Context: an optimization exercise on an open-source flow, tuned for small area, a short achievable clock period and few clock cycles. The choices shown serve that exercise and are no tape-out recipe.
Power figures rest on the tool's default switching activity, not on a simulated workload.

// LCD_CTRL
module LCD_CTRL (
  input              clk,
  input              reset,
  input        [3:0] cmd,
  input              cmd_valid,
  input        [7:0] IROM_Q,
  output logic       IROM_rd,
  output logic [5:0] IROM_A,
  output logic       IRAM_valid,
  output logic [7:0] IRAM_D,
  output logic [5:0] IRAM_A,
  output logic       busy,
  output logic       done
);
  logic [7:0]  img [64];
  logic [63:0] vld;
  logic [2:0] x, y;           
  logic [1:0] ra, rb, ca, cb;
  logic [1:0] dra, drb, dca, dcb;   
  logic       dirty;                
  logic [7:0] W [4];          
  logic [3:0] Wv;             
  logic [1:0] src [4];        
  logic [3:0] rl;             
  logic [3:0] pvld;           
  logic       pend;           
  logic       is_alu;         
  logic [1:0] alu_op;         
  logic [3:0] from1;          
  logic       psh, pwr;       
  logic [1:0] pdir;           
  logic       wr_act;         
  logic       avgok, uni;     
  logic       spec;           
  logic       last;           
  logic [3:0] rs [2], cs [2];
  logic [5:0] wa [4];
  always_comb
    for (int k = 0; k < 4; k++)
      wa[k] = {k[1] ? rb : ra, k[1], k[0] ? cb : ca, k[0]};
  logic [7:0] L  [4];
  logic [3:0] LV;
  always_comb
    for (int k = 0; k < 4; k++) begin
      L[k]  = 8'd0;
      LV[k] = 1'b0;
      for (int q = 0; q < 16; q++)
        if (rs[k / 2][q / 4] && cs[k % 2][q % 4]) begin
          L[k]  = L[k]  | img[(q / 4) * 16 + (k / 2) * 8 + (q % 4) * 2 + k % 2];
          LV[k] = LV[k] | vld[(q / 4) * 16 + (k / 2) * 8 + (q % 4) * 2 + k % 2];
        end
    end
  logic       ldst, inw;
  logic [1:0] ik;
  logic [3:0] hit;
  assign ldst = IROM_rd & !wr_act;
  assign ik   = {IROM_A[3], IROM_A[0]};
  ...
Settings: LEC_CHECK=0, CAP_MARGIN=20, CORE_MARGIN=2, CORE_UTILIZATION=50, CTS_CLUSTER_DIAMETER=120, CTS_CLUSTER_SIZE=25, SLEW_MARGIN=20; clock period 12.0 ns.
standard.sh (not shown) runs the stock make flow with config.mk's settings and CLKGATE_MAP_FILE= SYNTH_SCRIPT=/design/flow/synth_recipe.tcl, a recipe that flattens the netlist after the stock synthesis.
==> flow/flow/run.sh <==
#!/bin/bash
# Standard layout, with plain port buffers and timing repair aiming past the clock period.
set -euo pipefail
bash standard.sh SETUP_SLACK_MARGIN=8.4 "BUFFER_PORTS_ARGS=-buffer_cell sky130_fd_sc_hd__buf_4" finish > make.log 2>&1
Next try:
--- a/flow/design.v
+++ b/flow/design.v
@@ -15,21 +15,20 @@
   logic [7:0]  img [64];
   logic [63:0] vld;
   logic [2:0] x, y;           
   logic [1:0] ra, rb, ca, cb;
   logic [1:0] dra, drb, dca, dcb;   
   logic       dirty;                
   logic [7:0] W [4];          
   logic [3:0] Wv;             
   logic [1:0] src [4];        
   logic [3:0] rl;             
-  logic [3:0] pvld;           
   logic       pend;           
   logic       is_alu;         
   logic [1:0] alu_op;         
   logic [3:0] from1;          
   logic       psh, pwr;       
   logic [1:0] pdir;           
   logic       wr_act;         
   logic       avgok, uni;     
   logic       spec;           
   logic       last;           
@@ -135,52 +134,46 @@
         nsrc[k] = from1[k] ? src[k ^ 1] : src[k ^ 2];
       end else if (rl[k]) begin
         nW[k]   = hit[k] ? IROM_Q : L[k];
         nWv[k]  = hit[k] | LV[k];
         nsrc[k] = 2'(k);
       end else begin
         nW[k]   = Wh[k];
         nWv[k]  = Wvh[k];
         nsrc[k] = src[k];
       end
-  logic [3:0] npvld;
-  always_comb
-    for (int k = 0; k < 4; k++)
-      npvld[k] = rl[k] ? (LV[k] | hit[k]) : (pvld[k] | nWv[k]);
   logic ppn;
   always_comb begin
     ppn = 1'b0;
     for (int k = 0; k < 4; k++)
-      if (!nWv[k] && (nsrc[k] != 2'(k) || npvld[k])) ppn = 1'b1;
+      if (!nWv[k] && nsrc[k] != 2'(k)) ppn = 1'b1;
   end
   always_ff @(posedge clk)
     for (int k = 0; k < 4; k++) W[k] <= nW[k];
   always_ff @(posedge clk or posedge reset)
     if (reset) begin
-      Wv   <= 4'd0;
-      pvld <= 4'd0;
+      Wv <= 4'd0;
       for (int k = 0; k < 4; k++) src[k] <= 2'(k);
     end else begin
-      Wv   <= nWv;
-      pvld <= npvld;
+      Wv <= nWv;
       for (int k = 0; k < 4; k++) src[k] <= nsrc[k];
     end
   for (genvar p = 0; p < 64; p++) begin : g_pix
     localparam int R = p / 8, C = p % 8, KC = (R % 2) * 2 + (C % 2);
     logic wen;
     assign wen = dirty && ((R % 2) ? (R / 2 == drb) : (R / 2 == dra)) &&
                           ((C % 2) ? (C / 2 == dcb) : (C / 2 == dca));
     always_ff @(posedge clk)
       if (wen) img[p] <= W[KC];
     always_ff @(posedge clk or posedge reset)
       if (reset) vld[p] <= 1'b0;
-      else if (wen && Wv[KC]) vld[p] <= 1'b1;
+      else if (wen) vld[p] <= Wv[KC];
   end
   logic [15:0] c;             
   always_comb
     for (int i = 0; i < 16; i++) c[i] = (cmd == 4'(i));
   logic acc, is_wr, is_sh, is_data;
   assign acc     = cmd_valid & !busy;
   assign is_wr   = c[0] | c[12] | c[13] | c[14] | c[15];
   assign is_sh   = |c[4:1];
   assign is_data = |c[11:5];
   logic       go_sh, wr_start;
@@ -311,29 +304,27 @@
       is_alu <= c[5] | c[6] | c[7];
       alu_op <= {c[7], c[6]};
       from1  <= nfrom1;
       pdir   <= dir;
     end
   end
   logic [3:0] need;
   assign need = ~nWv;
   logic mv;
   assign mv = mu | md | ml | mr;
-  logic [1:0] dc;             
   logic [5:0] dem;            
-  always_comb begin
-    if (need[0])      dc = nsrc[0];
-    else if (need[1]) dc = nsrc[1];
-    else if (need[2]) dc = nsrc[2];
-    else              dc = nsrc[3];
-    dem = (|need) ? {dc[1] ? rb : ra, dc[1], dc[0] ? cb : ca, dc[0]} : 6'd0;
-  end
+  always_comb
+    if (need[0])      dem = wa[nsrc[0]];
+    else if (need[1]) dem = wa[nsrc[1]];
+    else if (need[2]) dem = wa[nsrc[2]];
+    else if (need[3]) dem = wa[nsrc[3]];
+    else              dem = 6'd0;
   always_ff @(posedge clk or posedge reset)
     if (reset) begin
       IROM_rd <= 1'b0;
       spec    <= 1'b0;
     end else begin
       IROM_rd <= (wr_start | wr_act) ? nwr : 1'b1;
       spec    <= !(wr_start | wr_act | mv) & !(|need);
     end
   always_ff @(posedge clk)
     if (wr_start | wr_act) IROM_A <= nrd;
First-iteration DRC count drops by 12%.
Clock-buffer cell count came out higher by 5.
Final cell count hardly moves.
Design area stays flat.
Via count goes up by 0.35%.
Total power came out higher by 3.0%.
Sequential share of layout area falls by 0.41 points.
No functional check of the RTL was part of any run of this note.

The RTL this note starts from:
==> flow/design.v <==
module LCD_CTRL (
  input              clk,
  input              reset,
  input        [3:0] cmd,
  input              cmd_valid,
  input        [7:0] IROM_Q,
  output logic       IROM_rd,
  output logic [5:0] IROM_A,
  output logic       IRAM_valid,
  output logic [7:0] IRAM_D,
  output logic [5:0] IRAM_A,
  output logic       busy,
  output logic       done
);
  logic [7:0]  img [64];
  logic [63:0] vld;
  logic [2:0] x, y;           
  logic [1:0] ra, rb, ca, cb;
  logic [1:0] dra, drb, dca, dcb;   
  logic       dirty;                
  logic [7:0] W [4];          
  logic [3:0] Wv;             
  logic [3:0] rl;             
  logic       pend;           
  logic       is_alu;         
  logic [1:0] alu_op;         
  logic [3:0] from1;          
  logic       wr_act;         
  logic [3:0] rs [2], cs [2];
  logic [5:0] wa [4];
  always_comb
    for (int k = 0; k < 4; k++)
      wa[k] = {k[1] ? rb : ra, k[1], k[0] ? cb : ca, k[0]};
  logic [7:0] L  [4];
  logic [3:0] LV;
  always_comb
    for (int k = 0; k < 4; k++) begin
      L[k]  = 8'd0;
      LV[k] = 1'b0;
      for (int q = 0; q < 16; q++)
        if (rs[k / 2][q / 4] && cs[k % 2][q % 4]) begin
          L[k]  = L[k]  | img[(q / 4) * 16 + (k / 2) * 8 + (q % 4) * 2 + k % 2];
          LV[k] = LV[k] | vld[(q / 4) * 16 + (k / 2) * 8 + (q % 4) * 2 + k % 2];
        end
    end
  logic ready, exec, ldst, hit, is_avg;
  logic [3:0] ldhit;
  assign is_avg = is_alu && alu_op == 2'd2;
  logic [3:0] land;
  assign ready = is_alu ? &Wv : &(Wv | land);
  assign exec  = pend & ready;
  assign ldst  = IROM_rd & !wr_act;
  logic [1:0] ik;
  assign ik  = {IROM_A[3], IROM_A[0]};
  assign hit = ldst && (IROM_A[5:4] == (IROM_A[3] ? rb : ra)) &&
                       (IROM_A[2:1] == (IROM_A[0] ? cb : ca)) &&
                       !(rl[ik] ? LV[ik] : Wv[ik]);
  logic inw;
  assign inw = ldst && (IROM_A[5:4] == (IROM_A[3] ? rb : ra)) &&
                       (IROM_A[2:1] == (IROM_A[0] ? cb : ca));
  always_comb
    for (int k = 0; k < 4; k++) begin
      ldhit[k] = hit && (ik == 2'(k));
      land[k]  = inw && (ik == 2'(k)) && !Wv[k];
    end
  function automatic logic ge8(input logic [7:0] a, input logic [7:0] b);
    logic [7:0] g, p;
    logic [3:0] g2, p2;
    logic [1:0] g4, p4;
    for (int i = 0; i < 8; i++) begin
      g[i] = a[i] & ~b[i];
      p[i] = a[i] | ~b[i];
    end
    for (int i = 0; i < 4; i++) begin
      g2[i] = g[2*i+1] | (p[2*i+1] & g[2*i]);
      p2[i] = p[2*i+1] & p[2*i];
    end
    for (int i = 0; i < 2; i++) begin
      g4[i] = g2[2*i+1] | (p2[2*i+1] & g2[2*i]);
      p4[i] = p2[2*i+1] & p2[2*i];
    end
    ge8 = g4[1] | (p4[1] & (g4[0] | p4[0]));
  endfunction
  logic c01, c02, c03, c12, c13, c23;   
  assign c01 = ge8(W[0], W[1]);
  assign c02 = ge8(W[0], W[2]);
  assign c03 = ge8(W[0], W[3]);
  assign c12 = ge8(W[1], W[2]);
  assign c13 = ge8(W[1], W[3]);
  assign c23 = ge8(W[2], W[3]);
  logic [3:0] mx, mn;
  assign mx[0] =  c01 &  c02 &  c03;
  assign mx[1] = !c01 &  c12 &  c13;
  assign mx[2] = !c02 & !c12 &  c23;
  assign mx[3] = !c03 & !c13 & !c23;
  assign mn[0] = !c01 & !c02 & !c03;
  assign mn[1] =  c01 & !c12 & !c13;
  assign mn[2] =  c02 &  c12 & !c23;
  assign mn[3] =  c03 &  c13 &  c23;
  logic [9:0] sum;
  logic [7:0] avg;
  assign sum = 10'(W[0]) + 10'(W[1]) + 10'(W[2]) + 10'(W[3]);
  assign avg = sum[9:2];
  logic [3:0] s;
  always_comb
    for (int i = 0; i < 4; i++)
      s[i] = (alu_op == 2'd0) ? mx[i] : (alu_op == 2'd1) ? mn[i] : 1'b0;
  logic [7:0] Wh [4];
  always_comb
    for (int k = 0; k < 4; k++) Wh[k] = land[k] ? IROM_Q : W[k];
  logic [7:0] wb [4];
  always_comb
    for (int k = 0; k < 4; k++) begin
      wb[k] = is_avg ? avg : 8'd0;
      for (int i = 0; i < 4; i++) begin
        if (is_alu && s[i]) wb[k] = wb[k] | W[i];
        if ((!is_alu && i == (k ^ 1) && from1[k]) ||
            (!is_alu && i == (k ^ 2) && !from1[k]))
          wb[k] = wb[k] | Wh[i];
      end
    end
  always_ff @(posedge clk)
    for (int k = 0; k < 4; k++)
      if (exec)          W[k] <= wb[k];
      else if (ldhit[k]) W[k] <= IROM_Q;
      else if (rl[k])    W[k] <= L[k];
  logic [3:0] nWv;
  always_comb
    for (int k = 0; k < 4; k++)
      nWv[k] = exec | ldhit[k] | (rl[k] ? LV[k] : Wv[k]);
  always_ff @(posedge clk or posedge reset)
    if (reset) Wv <= 4'd0;
    else Wv <= nWv;
  for (genvar p = 0; p < 64; p++) begin : g_pix
    localparam int R = p / 8, C = p % 8, KC = (R % 2) * 2 + (C % 2);
    logic wen;
    assign wen = dirty && ((R % 2) ? (R / 2 == drb) : (R / 2 == dra)) &&
                          ((C % 2) ? (C / 2 == dcb) : (C / 2 == dca));
    always_ff @(posedge clk)
      if (wen) img[p] <= W[KC];
    always_ff @(posedge clk or posedge reset)
      if (reset) vld[p] <= 1'b0;
      else if (hit && IROM_A == 6'(p)) vld[p] <= 1'b1;
  end
  logic       acc, is_wr, is_data, wr_start;
  logic [15:0] c;            
  always_comb
    for (int i = 0; i < 16; i++) c[i] = (cmd == 4'(i));
  assign acc      = cmd_valid & !busy;
  assign is_wr    = c[0] | c[12] | c[13] | c[14] | c[15];
  assign is_data  = |c[11:5];
  assign wr_start = acc & is_wr;
  logic       mu, md, ml, mr;       
  assign mu = acc && c[1] && y != 3'd1;
  assign md = acc && c[2] && y != 3'd7;
  assign ml = acc && c[3] && x != 3'd1;
  assign mr = acc && c[4] && x != 3'd7;
  logic [2:0] ym1, yp1, xm1, xp1, ym2, xm2;
  assign ym1 = y - 3'd1;
  assign yp1 = y + 3'd1;
  assign ym2 = y - 3'd2;
  assign xm1 = x - 3'd1;
  assign xp1 = x + 3'd1;
  assign xm2 = x - 3'd2;
  logic [2:0] nx, ny;
  logic [1:0] nra, nrb, nca, ncb;
  logic [3:0] nrl;
  logic [5:0] na;
  always_comb begin
    nx  = x;
    ny  = y;
    nra = ra;
    nrb = rb;
    nca = ca;
    ncb = cb;
    nrl = 4'd0;
    na  = 6'd0;
    if (mu) begin
      ny  = ym1;
      nra = ym1[2:1];
      nrb = ym2[2:1];
      nrl = y[0] ? 4'b1100 : 4'b0011;
      na  = {ym2, ca, 1'b0};
    end
    if (md) begin
      ny  = yp1;
      nra = yp1[2:1];
      nrb = y[2:1];
      nrl = y[0] ? 4'b0011 : 4'b1100;
      na  = {yp1, ca, 1'b0};
    end
    if (ml) begin
      nx  = xm1;
      nca = xm1[2:1];
      ncb = xm2[2:1];
      nrl = x[0] ? 4'b1010 : 4'b0101;
      na  = {ra, 1'b0, xm2};
    end
    if (mr) begin
      nx  = xp1;
      nca = xp1[2:1];
      ncb = x[2:1];
      nrl = x[0] ? 4'b0101 : 4'b1010;
      na  = {ra, 1'b0, xp1};
    end
  end
  logic       cw_cls;
  logic [3:0] nfrom1;
  assign cw_cls = c[9] ^ x[0] ^ y[0];
  always_comb
    for (int k = 0; k < 4; k++)
      nfrom1[k] = c[11] | ((c[8] | c[9]) & ((k[1] == k[0]) ^ cw_cls));
  logic spec, fast, nwr;
  assign fast = wr_start & spec & !vld[0];
  assign nwr  = wr_start | (wr_act & (IROM_A != 6'd63));
  logic [5:0] nrd, wpix;
  assign nrd  = (wr_start & !fast) ? 6'd0 : IROM_A + 6'd1;
  assign wpix = wr_act ? IROM_A + 6'd1 : {5'd0, spec & !vld[0]};
  function automatic logic [3:0] oh(input logic [1:0] v);
    oh = 4'b1 << v;
  endfunction
  always_ff @(posedge clk) begin
    rs[0] <= mu ? oh(ym1[2:1]) : md ? oh(yp1[2:1]) : (ml | mr) ? oh(ra) : oh(wpix[5:4]);
    rs[1] <= mu ? oh(ym2[2:1]) : md ? oh(y[2:1])   : (ml | mr) ? oh(rb) : oh(wpix[5:4]);
    cs[0] <= ml ? oh(xm1[2:1]) : mr ? oh(xp1[2:1]) : (mu | md) ? oh(ca) : oh(wpix[2:1]);
    cs[1] <= ml ? oh(xm2[2:1]) : mr ? oh(x[2:1])   : (mu | md) ? oh(cb) : oh(wpix[2:1]);
  end
  logic npend, nperm, one;
  assign npend   = acc ? is_data : (pend & !exec);
  assign nperm   = acc ? (c[8] | c[9] | c[10] | c[11]) : !is_alu;
  assign one     = (need == 4'b0001) | (need == 4'b0010) | (need == 4'b0100) | (need == 4'b1000);
  always_ff @(posedge clk or posedge reset)
    if (reset) begin
      x      <= 3'd4;
      y      <= 3'd4;
      ra     <= 2'd2;
      rb     <= 2'd1;
      ca     <= 2'd2;
      cb     <= 2'd1;
      dirty  <= 1'b0;
      rl     <= 4'd0;
      pend   <= 1'b0;
      wr_act <= 1'b0;
    end else begin
      x      <= nx;
      y      <= ny;
      ra     <= nra;
      rb     <= nrb;
      ca     <= nca;
      cb     <= ncb;
      dirty  <= exec | hit;
      rl     <= nrl;
      wr_act <= nwr;
      pend   <= npend;
    end
  always_ff @(posedge clk) begin
    dra   <= ra;
    drb   <= rb;
    dca   <= ca;
    dcb   <= cb;
    if (acc) begin
      is_alu <= c[5] | c[6] | c[7];
      alu_op <= {c[7], c[6]};
      from1  <= nfrom1;
    end
  end
  logic [3:0] need;
  assign need = ~nWv;
  logic mv;
  assign mv = mu | md | ml | mr;
  always_ff @(posedge clk or posedge reset)
    if (reset) begin
      IROM_rd <= 1'b0;
      spec    <= 1'b0;
    end else begin
      IROM_rd <= (wr_start | wr_act) ? nwr : 1'b1;
      spec    <= !(wr_start | wr_act | mv) & !(|need);
    end
  always_ff @(posedge clk)
    if (wr_start | wr_act) IROM_A <= nrd;
    else if (mv)           IROM_A <= na;
    else if (need[0])      IROM_A <= wa[0];
    else if (need[1])      IROM_A <= wa[1];
    else if (need[2])      IROM_A <= wa[2];
    else if (need[3])      IROM_A <= wa[3];
    else                   IROM_A <= 6'd0;
  logic [1:0] wk;
  logic       inwin, pv;
  logic [7:0] pd;
  assign wk    = {IROM_A[3], IROM_A[0]};
  assign inwin = (IROM_A == wa[wk]);
  assign pv    = inwin ? Wv[wk] : LV[wk];
  assign pd    = inwin ? W[wk] : L[wk];
  always_ff @(posedge clk or posedge reset)
    if (reset) begin
      IRAM_valid <= 1'b0;
      done       <= 1'b0;
      busy       <= 1'b0;
    end else begin
      IRAM_valid <= wr_act | fast;
      done       <= IRAM_valid && !wr_act;
      busy       <= nwr | IRAM_valid | (npend & !(&nWv) & !(nperm & one));
    end
  always_ff @(posedge clk) begin
    IRAM_A <= IROM_A;
    IRAM_D <= (pv & !fast) ? pd : IROM_Q;
  end
endmodule
Settings: LEC_CHECK=0, CAP_MARGIN=20, CORE_MARGIN=2, CORE_UTILIZATION=50, CTS_CLUSTER_DIAMETER=120, CTS_CLUSTER_SIZE=25, SLEW_MARGIN=20; clock period 12.0 ns.
Scripts as last shown in full above: flow/flow/run.sh
Then changed:
--- a/flow/design.v
+++ b/flow/design.v
@@ -45,7 +45,6 @@
     end
   logic ready, exec, ldst, hit, is_avg;
-  logic [3:0] ldhit;
+  logic [3:0] ldhit, land;
   assign is_avg = is_alu && alu_op == 2'd2;
-  logic [3:0] land;
   assign ready = is_alu ? &Wv : &(Wv | land);
   assign exec  = pend & ready;
@@ -106,23 +105,22 @@
     for (int i = 0; i < 4; i++)
       s[i] = (alu_op == 2'd0) ? mx[i] : (alu_op == 2'd1) ? mn[i] : 1'b0;
-  logic [7:0] Wh [4];
-  always_comb
-    for (int k = 0; k < 4; k++) Wh[k] = land[k] ? IROM_Q : W[k];
   logic [7:0] wb [4];
   always_comb
     for (int k = 0; k < 4; k++) begin
       wb[k] = is_avg ? avg : 8'd0;
-      for (int i = 0; i < 4; i++) begin
-        if (is_alu && s[i]) wb[k] = wb[k] | W[i];
-        if ((!is_alu && i == (k ^ 1) && from1[k]) ||
+      for (int i = 0; i < 4; i++)
+        if ((is_alu && s[i]) ||
+            (!is_alu && i == (k ^ 1) && from1[k]) ||
             (!is_alu && i == (k ^ 2) && !from1[k]))
-          wb[k] = wb[k] | Wh[i];
-      end
+          wb[k] = wb[k] | W[i];
     end
+  logic [3:0] lt;
+  always_comb
+    for (int k = 0; k < 4; k++) lt[k] = !is_alu && (from1[k] ? land[k ^ 1] : land[k ^ 2]);
   always_ff @(posedge clk)
     for (int k = 0; k < 4; k++)
-      if (exec)          W[k] <= wb[k];
-      else if (ldhit[k]) W[k] <= IROM_Q;
-      else if (rl[k])    W[k] <= L[k];
+      if (exec && !lt[k])            W[k] <= wb[k];
+      else if (exec ? lt[k] : ldhit[k]) W[k] <= IROM_Q;
+      else if (rl[k])                W[k] <= L[k];
   logic [3:0] nWv;
   always_comb
Result: The changed run finished clean. Total power came out higher by about 13%. Clock-buffer cell count stays the same. Setup slack is better by 0.060 ns. Synthesized area barely changes. Design area drops by 1.4%. Fmax is higher by 1.6%. Clock power is about the same. Core utilization went down by 0.81 points. Synthesized cell count climbs by 1.3%. Via count goes down by about 3.3%. Routed wire length is lower by about 5%. Non-clock buffer count came out lower by 32. Final cell count hardly moves.
No functional check of the RTL was part of any run of this note.

separate check: timing with driven ports:
Ports are ideal in the flow. The routed layouts listed here were re-timed in OpenROAD.
Step 1 (the two cells are an assumption about what drives the block):
set clk [get_ports {clk}]
set_driving_cell -lib_cell sky130_fd_sc_hd__clkbuf_16 $clk
set_driving_cell -lib_cell sky130_fd_sc_hd__buf_2 [delete_from_list [all_inputs] $clk]
Step 2, shift: input delay + t, output delay - t, t = (earliest + latest rising clock arrival at the registers) / 2. This alone moves slack from input paths to output paths.
a / b / c = ideal ports / drivers / drivers and shift; a / b = the first two.
| run | shift t [ns] | setup WS [ns] | slew at the worst register clock pin (ns) |
|---|---|---|---|
| the first run of note 1 | 0.659 | 8.270 / 8.288 / 7.631 | 0.12 / 0.12 |
| the second run of note 1 | 0.657 | 8.046 / 8.070 / 7.413 | 0.12 / 0.12 |
| the first run of note 2 | 0.694 | 8.149 / 8.149 / 7.587 | 0.11 / 0.11 |
| the second run of note 2 | 0.698 | 8.208 / 8.208 / 7.720 | 0.11 / 0.11 |
After both steps every run listed still meets setup and hold. The setup slack of the first run of note 1, which loses most, moves by +0.018 ns with the drivers and by -0.639 ns with both steps.
